This is an optimization exercise on Yosys and OpenROAD, whose aim is small area and a short achievable clock period, not a production implementation.
RTL that was checked went through simulation tests only; none was proved equivalent to the original.

build 18:
Design cordic_top, start of the top module:
module cordic_top (
    input  logic clk,
    input  logic signed[15:0] angle,
    output logic signed[15:0] sin, cos
);
    CORDIC_pipelined dut_basic(
        .clk(clk),
        .angle(angle),
        .sin(sin),
        .cos(cos)
    );
endmodule
For scale: ~49 I/O pins.
clock: 3.3 ns
lec_check: 0
abc_area: 1
cap_margin: 20
core_margin: 2
core_utilization: 45
cts_buf_list: sky130_fd_sc_hd__clkbuf_8
setup_slack_margin: 1.4
slew_margin: 20
run.sh (not shown) runs the stock make flow with config.mk's settings and CLKGATE_MAP_FILE= SYNTH_SCRIPT=/design/flow/synth_recipe.tcl, a recipe that flattens the netlist after the stock synthesis.
Having completed the whole flow, build 18 delivered a layout that passed the timing, DRC and antenna checks.
diff inputs: build 18 => build 15
# build 18
export LEC_CHECK = 0
export ABC_AREA = 1
export CAP_MARGIN = 20
export CORE_MARGIN = 2
export CORE_UTILIZATION = 45
export CTS_BUF_LIST = sky130_fd_sc_hd__clkbuf_8
export SETUP_SLACK_MARGIN = 1.4
export SLEW_MARGIN = 20
create_clock -name core_clock -period 3.3 [get_ports {clk}]
# build 15
export LEC_CHECK = 0
export ABC_AREA = 1
export CAP_MARGIN = 20
export CORE_MARGIN = 2
export CORE_UTILIZATION = 45
export CTS_BUF_LIST = sky130_fd_sc_hd__clkbuf_8
export SETUP_SLACK_MARGIN = 1.5
export SLEW_MARGIN = 20
create_clock -name core_clock -period 3.3 [get_ports {clk}]
==> flow/flow/run.sh (new file) <==
#!/bin/bash
# The standard layout (standard.sh: the standard flow's synthesis and ORFS flow, unchanged), except:
# - the port buffers ORFS puts on every input and output are plain buffers
#   (sky130_fd_sc_hd__buf_1) instead of the delay buffer buffer_ports picks by default;
# - clock tree synthesis gets ORFS's usual arguments plus -dont_use_dummy_load, so it
#   adds no load-only inverters to the clock tree.
set -euo pipefail
export BUFFER_PORTS_ARGS="-buffer_cell sky130_fd_sc_hd__buf_1"
export CTS_ARGS="-sink_clustering_enable -repair_clock_nets -buf_list sky130_fd_sc_hd__clkbuf_8 -dont_use_dummy_load"
bash standard.sh > standard.log 2>&1
==> flow/standard.sh (new file) <==
#!/bin/bash
# synth_recipe.tcl (not shown) runs the flow's synth.tcl, then flattens the netlist and writes it again
# the make line also repeats each setting of config.mk as NAME=value (left out here)
make -C /OpenROAD-flow-scripts/flow DESIGN_CONFIG=/design/flow/config.mk WORK_HOME=/design/flow/orfs CLKGATE_MAP_FILE= SYNTH_SCRIPT=/design/flow/synth_recipe.tcl "${@:-finish}"
removed: flow/run.sh
Findings:
Build 15 was carried through to the last stage, and its layout satisfied the timing, DRC and antenna checks. Total wirelength of the detailed-routed design, build 15 and build 18: larger value in build 15. The first-pass detailed-route iteration total in build 15 was lower than what build 18 gave. Build 15 ended up with more standard cells than build 18. Build 15 and build 18 ended up with roughly the same sequential fraction of total cell area. Ratio of final minimum period to clock period in build 15 vs build 18: up 0.35 points. Comparing the two runs side by side, build 15 comes out behind build 18 on worst hold slack. Count of non-CTS buffers in the layout went up by more than a quarter going from build 18 to build 15. Build 15 vs. build 18: routed wire length on met3 grew by 2.8%; cell depth of the worst setup path shrank by 1.
Inputs modified between build 15 and build 52:
# build 15
export LEC_CHECK = 0
export ABC_AREA = 1
export CAP_MARGIN = 20
export CORE_MARGIN = 2
export CORE_UTILIZATION = 45
export CTS_BUF_LIST = sky130_fd_sc_hd__clkbuf_8
export SETUP_SLACK_MARGIN = 1.5
export SLEW_MARGIN = 20
create_clock -name core_clock -period 3.3 [get_ports {clk}]
# build 52
export LEC_CHECK = 0
export ABC_AREA = 1
export ABC_CLOCK_PERIOD_IN_PS = 1500
export CAP_MARGIN = 20
export CORE_MARGIN = 2
export CORE_UTILIZATION = 45
export CTS_BUF_LIST = sky130_fd_sc_hd__clkbuf_8
export SETUP_SLACK_MARGIN = 1.4
export SLEW_MARGIN = 20
create_clock -name core_clock -period 3.3 [get_ports {clk}]
- Of build 52 and build 15, the lower number of stages on the worst setup path belongs to build 52.
- Build 15 → build 52: cell depth of the worst flop-to-flop path went down, final cycle utilization of the critical path now larger.
Setup changes, build 52 to build 26
# build 52
export LEC_CHECK = 0
export ABC_AREA = 1
export ABC_CLOCK_PERIOD_IN_PS = 1500
export CAP_MARGIN = 20
export CORE_MARGIN = 2
export CORE_UTILIZATION = 45
export CTS_BUF_LIST = sky130_fd_sc_hd__clkbuf_8
export SETUP_SLACK_MARGIN = 1.4
export SLEW_MARGIN = 20
create_clock -name core_clock -period 3.3 [get_ports {clk}]
# build 26
export LEC_CHECK = 0
export ABC_AREA = 1
export ABC_CLOCK_PERIOD_IN_PS = 2500
export CAP_MARGIN = 20
export CORE_MARGIN = 2
export CORE_UTILIZATION = 45
export CTS_BUF_LIST = sky130_fd_sc_hd__clkbuf_8
export SETUP_SLACK_MARGIN = 1.4
export SLEW_MARGIN = 20
create_clock -name core_clock -period 3.3 [get_ports {clk}]
--- outcome ---
- Build 26 vs. build 52: die outline width about even; setup slack did not really move.
- Compared build 52 against build 26; time the worst path needs with I/O delays and setup within noise.
- Changes observed in build 26 relative to build 52: combined area of all synthesized cells roughly the same; final area barely changed; total DRC errors in the routed layout essentially unchanged.
- [compare] base=build 52 new=build 26: aggregate global-route resource usage about even, minimum hold slack held.
Input-level comparison between build 86 and build 26:
# build 26
export LEC_CHECK = 0
export ABC_AREA = 1
export ABC_CLOCK_PERIOD_IN_PS = 2500
export CAP_MARGIN = 20
export CORE_MARGIN = 2
export CORE_UTILIZATION = 45
export CTS_BUF_LIST = sky130_fd_sc_hd__clkbuf_8
export SETUP_SLACK_MARGIN = 1.4
export SLEW_MARGIN = 20
create_clock -name core_clock -period 3.3 [get_ports {clk}]
# build 86
export LEC_CHECK = 0
export ABC_AREA = 1
export CAP_MARGIN = 20
export CORE_MARGIN = 2
export CORE_UTILIZATION = 45
export CTS_BUF_LIST = sky130_fd_sc_hd__clkbuf_8
export SETUP_SLACK_MARGIN = 1.4
export SLEW_MARGIN = 20
create_clock -name core_clock -period 3.3 [get_ports {clk}]
No stage failed in build 86, and the final checks on the layout all came back clean. Build 26: PASS, flow complete, no timing, DRC or antenna violations. Comparing build 26 against build 86, there is no change at all in final cell count. Reported for build 26 and build 86, width of the die turned out identical to the last digit. Comparing build 86 against build 26, there is no change at all in sequential cell count. From build 86 to build 26, final critical delay including setup and external delays did not move at all. Build 86 vs. build 26: fraction of standard cell area that is sequential essentially unchanged, number of nets still failing antenna checks after routing essentially unchanged, DRC violation total after the first TritonRoute iteration essentially unchanged, number of fill cells essentially unchanged.


Another version of the RTL of cordic_top (not shown whole).
For scale: roughly 1,500 cells after synthesis, roughly 160 flip-flops, about 49 I/O pins, ~0.012 mm2 of cells after synthesis.
Settings: LEC_CHECK=0, CAP_MARGIN=20, CORE_MARGIN=2, CORE_UTILIZATION=45, SLEW_MARGIN=20; clock period 3.3 ns.
Stock flow here: none of the scripts above is used.
The starting point produced a layout that fails on negative setup slack.
==> next run, changes <==
Settings changed: ABC_AREA from default to 1.
The new run finished clean.
Area after synthesis is lower by 0.51%.
Register-to-register slack improves by 1200 ps.
Sequential share of layout area is lower by 0.47 points.
Wire length is higher by 27%.
Synthesized cell count is higher by 8.2%.
Maximum frequency is higher by 40%.
Die area is lower by 0.50%.
Function was not checked in any run of this note: the RTL went through the layout flow alone.


cordic_top, a different RTL version from the one above (not shown whole).
Size: about 960 cells after synthesis, about 140 flip-flops, about 49 I/O pins, ~7300 sq um of cells after synthesis.
clock: 3.3 ns
lec_check: 0
abc_area: 1
cap_margin: 20
core_margin: 2
core_utilization: 45
cts_buf_list: sky130_fd_sc_hd__clkbuf_8
setup_slack_margin: 1.4
slew_margin: 20
The baseline went through all stages and came out clean.
Then changed:
Settings changed: SETUP_SLACK_MARGIN 1.4 to 1.3.
=> Register-to-register slack gains 20 ps. Global-route usage decreases by 0.66 points. Die area is unchanged.
Function was not checked in any run of this note: the RTL went through the layout flow alone.


Another version of the RTL of cordic_top (not shown whole).
Size: about 1200 cells after synthesis, ~160 flip-flops, ~9500 µm² of cells after synthesis.
export LEC_CHECK = 0
export CAP_MARGIN = 20
export CORE_MARGIN = 2
export CORE_UTILIZATION = 45
export SLEW_MARGIN = 20
create_clock -name core_clock -period 3.3 [get_ports {clk}]
Next try:
ABC_AREA = 1   (was default)
Die area drops by about 6%.
Routed wire length climbs by 5.2%.
Critical path depth climbs by 7.
Core utilization climbs by 1.2 points.
Global-route usage climbs by 4.4 points.
Count of clock-buffer cells in the layout drops by 3.
Function was not checked in any run of this note: the RTL went through the layout flow alone.


Setup of run A:
cordic_top, a different RTL version from the one above (not shown whole).
Size in the first run: ~120 flip-flops, ~7300 um2 of cells after synthesis.
clock: 3.3 ns
lec_check: 0
cap_margin: 20
core_margin: 2
core_utilization: 45
slew_margin: 20
Run A: all stages complete, timing, DRC and antenna checks passed
#### Input delta (run B over run A)
# run A
export LEC_CHECK = 0
export CAP_MARGIN = 20
export CORE_MARGIN = 2
export CORE_UTILIZATION = 45
export SLEW_MARGIN = 20
create_clock -name core_clock -period 3.3 [get_ports {clk}]
# run B
export LEC_CHECK = 0
export ABC_AREA = 1
export CAP_MARGIN = 20
export CORE_MARGIN = 2
export CORE_UTILIZATION = 45
export SETUP_SLACK_MARGIN = 1.2
export SLEW_MARGIN = 20
create_clock -name core_clock -period 3.3 [get_ports {clk}]
## What came out
- Relative to run A, final critical-path required period has decreased by 690 ps in run B.
- The run with more routed wire is run A, not run B.
- Run B: PASS, flow complete, no timing, DRC or antenna violations
- Area after synthesis in run B is 120 um2 lower than in run A
- Critical path launch point = dut_basic.u1_q[12]$_DFF_P_: run B; critical path launch point = dut_basic.x4_q[1]$_DFF_P_: run A
- Taking run A as the reference, in run B number of buffers added by the clock tree synthesis step was more or less identical, cell count increased 172, sequential cell area share +0.64 points, design area saw a decrease, met3 routed wirelength moved down.
- Largest fanout on the critical path is lower on run B
Modified inputs, run C compared to run B
# run B
export LEC_CHECK = 0
export ABC_AREA = 1
export CAP_MARGIN = 20
export CORE_MARGIN = 2
export CORE_UTILIZATION = 45
export SETUP_SLACK_MARGIN = 1.2
export SLEW_MARGIN = 20
create_clock -name core_clock -period 3.3 [get_ports {clk}]
# run C
export LEC_CHECK = 0
export ABC_AREA = 1
export CAP_MARGIN = 20
export CORE_MARGIN = 2
export CORE_UTILIZATION = 45
export CTS_BUF_LIST = sky130_fd_sc_hd__clkbuf_8
export CTS_CLUSTER_SIZE = 30
export SETUP_SLACK_MARGIN = 1.2
export SLEW_MARGIN = 20
create_clock -name core_clock -period 3.3 [get_ports {clk}]
==> comparison <==
Measured against each other, run B and run C differ in clock period minus final worst setup slack, the higher figure coming from run B. In the tables for run B and run C, global-route usage reads lower with run C. Measured against each other, run B and run C differ in final instance area, the lower figure coming from run C. Comparing run C against run B, there is no change at all in remaining antenna violation count after routing. Run C vs run B, slack of the worst reg-to-reg path went up by 20 ps. Comparing run B against run C, there is no change at all in critical path depth.
Input changes introduced in run D (baseline for comparison: run C):
# run C
export LEC_CHECK = 0
export ABC_AREA = 1
export CAP_MARGIN = 20
export CORE_MARGIN = 2
export CORE_UTILIZATION = 45
export CTS_BUF_LIST = sky130_fd_sc_hd__clkbuf_8
export CTS_CLUSTER_SIZE = 30
export SETUP_SLACK_MARGIN = 1.2
export SLEW_MARGIN = 20
create_clock -name core_clock -period 3.3 [get_ports {clk}]
# run D
export LEC_CHECK = 0
export ABC_AREA = 1
export CAP_MARGIN = 20
export CORE_MARGIN = 2
export CORE_UTILIZATION = 45
export SETUP_SLACK_MARGIN = 1.5
export SLEW_MARGIN = 20
create_clock -name core_clock -period 3.3 [get_ports {clk}]
[summary]
Across both runs, met1 layer usage reported by global route was higher for run D than for run C. Compared with run C, in run D cell count shows an increase of 36, routed wire length shows an increase of 2200 um. Of the two values seen for launching element of the worst setup path, dut_basic.u1_q[12]$_DFF_P_ was produced by run D and dut_basic.u1_q[7]$_DFF_P_ by run C. Relative to run C, wire length of the first global-routing pass increased by 4.9% in run D.
--- input diff run D..run E ---
# run D
export LEC_CHECK = 0
export ABC_AREA = 1
export CAP_MARGIN = 20
export CORE_MARGIN = 2
export CORE_UTILIZATION = 45
export SETUP_SLACK_MARGIN = 1.5
export SLEW_MARGIN = 20
create_clock -name core_clock -period 3.3 [get_ports {clk}]
# run E
export LEC_CHECK = 0
export ABC_AREA = 1
export CAP_MARGIN = 20
export CORE_MARGIN = 2
export CORE_UTILIZATION = 45
export SLEW_MARGIN = 20
create_clock -name core_clock -period 3.3 [get_ports {clk}]
## What came out
- NOTE amount of wire on met2 after detailed routing run D->run E decreased by a little under 10%
- | worst slack at placement | run E vs run D | worse |
- Core area delta (run D -> run E): insignificant
- The flow did not stop early for run D: all stages ran, and the layout cleared the timing, DRC and antenna checks.
- No stage failed in run E, and the final checks on the layout all came back clean.
- In run E relative to run D, sum of met3 wire segment lengths after detailed routing had gone up by more than 10%.
- Run D → run E: number of logic stages on the critical path including buffering saw an increase; met2 global-route usage saw a decrease.
[inputs] run F vs run E
# run E
export LEC_CHECK = 0
export ABC_AREA = 1
export CAP_MARGIN = 20
export CORE_MARGIN = 2
export CORE_UTILIZATION = 45
export SLEW_MARGIN = 20
create_clock -name core_clock -period 3.3 [get_ports {clk}]
# run F
export LEC_CHECK = 0
export ABC_AREA = 1
export CAP_MARGIN = 20
export CORE_MARGIN = 2
export CORE_UTILIZATION = 45
export SETUP_SLACK_MARGIN = 0.8
export SLEW_MARGIN = 20
create_clock -name core_clock -period 3.3 [get_ports {clk}]
## What came out
- Sequential share of layout area ended up 0.18 points lower on run F than on run E.
- Higher share of the cycle needed by the critical path after routing was reported by run E, not run F.
- Wire length per cell went up slightly going from run E to run F.
- Taking run E over run F, the maximum frequency ratio works out to 0.864.
- Run F: design area about 1% above run E
- Looking only at area occupied by multi-input gates, and setting everything else aside, the lower value of run E and run F goes to run E.
- Run F reports its launching element of the worst setup path as dut_basic.u1_q[7]$_DFF_P_ while run E reports dut_basic.x4_q[0]$_DFF_P_.
- Run F vs. run E: number of buffers and inverters on the critical path now smaller, highest net fanout along the worst path now smaller, first-pass GRT wire length comparable.
Function was not checked in any run of this note: the RTL went through the layout flow alone.

## port drivers added, routing unchanged
In the flow no input, the clock included, has a driving cell. The finished layouts below were timed again as built, in two steps.
Step 1: set_driving_cell puts a clkbuf_16 on clk and a buf_2 on each other input, an assumption about the parent block.
Step 2, shift: input delay + t, output delay - t, t = (earliest + latest rising clock arrival at the registers) / 2. This alone moves slack from input paths to output paths.
Three values: no drivers, after step 1, after step 2; two values: the first two.
run | t (ns) | slack for setup (ns) | clock arrival spread, ns | worst register clock-pin slew, ns
build 18 | 0.502 | 1.421 / 1.421 / 1.421 | 0.017 / 0.017 | 0.11 / 0.11
build 15 | 0.489 | 1.410 / 1.410 / 1.410 | 0.042 / 0.041 | 0.11 / 0.11
build 52 | 0.492 | 1.396 / 1.396 / 1.396 | 0.041 / 0.042 | 0.10 / 0.10
build 26 | 0.492 | 1.396 / 1.396 / 1.396 | 0.041 / 0.042 | 0.10 / 0.10
build 86 | 0.492 | 1.396 / 1.396 / 1.396 | 0.041 / 0.042 | 0.10 / 0.10
the first run of note 2 | 0.481 | -0.859 / -0.859 / -0.859 | 0.020 / 0.019 | 0.08 / 0.08
the second run of note 2 | 0.477 | 0.319 / 0.319 / 0.319 | 0.018 / 0.018 | 0.09 / 0.09
the first run of note 3 | 0.477 | 1.115 / 1.115 / 1.115 | 0.016 / 0.016 | 0.08 / 0.08
the second run of note 3 | 0.491 | 1.130 / 1.130 / 1.130 | 0.014 / 0.013 | 0.09 / 0.09
the first run of note 4 | 0.467 | 0.198 / 0.198 / 0.198 | 0.012 / 0.012 | 0.08 / 0.08
the second run of note 4 | 0.479 | 0.281 / 0.281 / 0.281 | 0.014 / 0.013 | 0.08 / 0.08
run A | 0.460 | 0.440 / 0.440 / 0.324 | 0.016 / 0.016 | 0.06 / 0.06
run B | 0.470 | 1.125 / 1.125 / 0.923 | 0.014 / 0.014 | 0.06 / 0.06
run C | 0.496 | 1.141 / 1.141 / 0.924 | 0.022 / 0.022 | 0.09 / 0.09
run D | 0.476 | 1.128 / 1.128 / 1.108 | 0.007 / 0.007 | 0.06 / 0.06
run E | 0.467 | 0.525 / 0.525 / 0.525 | 0.008 / 0.007 | 0.06 / 0.06
run F | 0.464 | 0.903 / 0.903 / 0.722 | 0.008 / 0.008 | 0.06 / 0.06
The setup slack of run C, which loses most, moves by 0.000 ns with the drivers and by -0.217 ns with both steps.
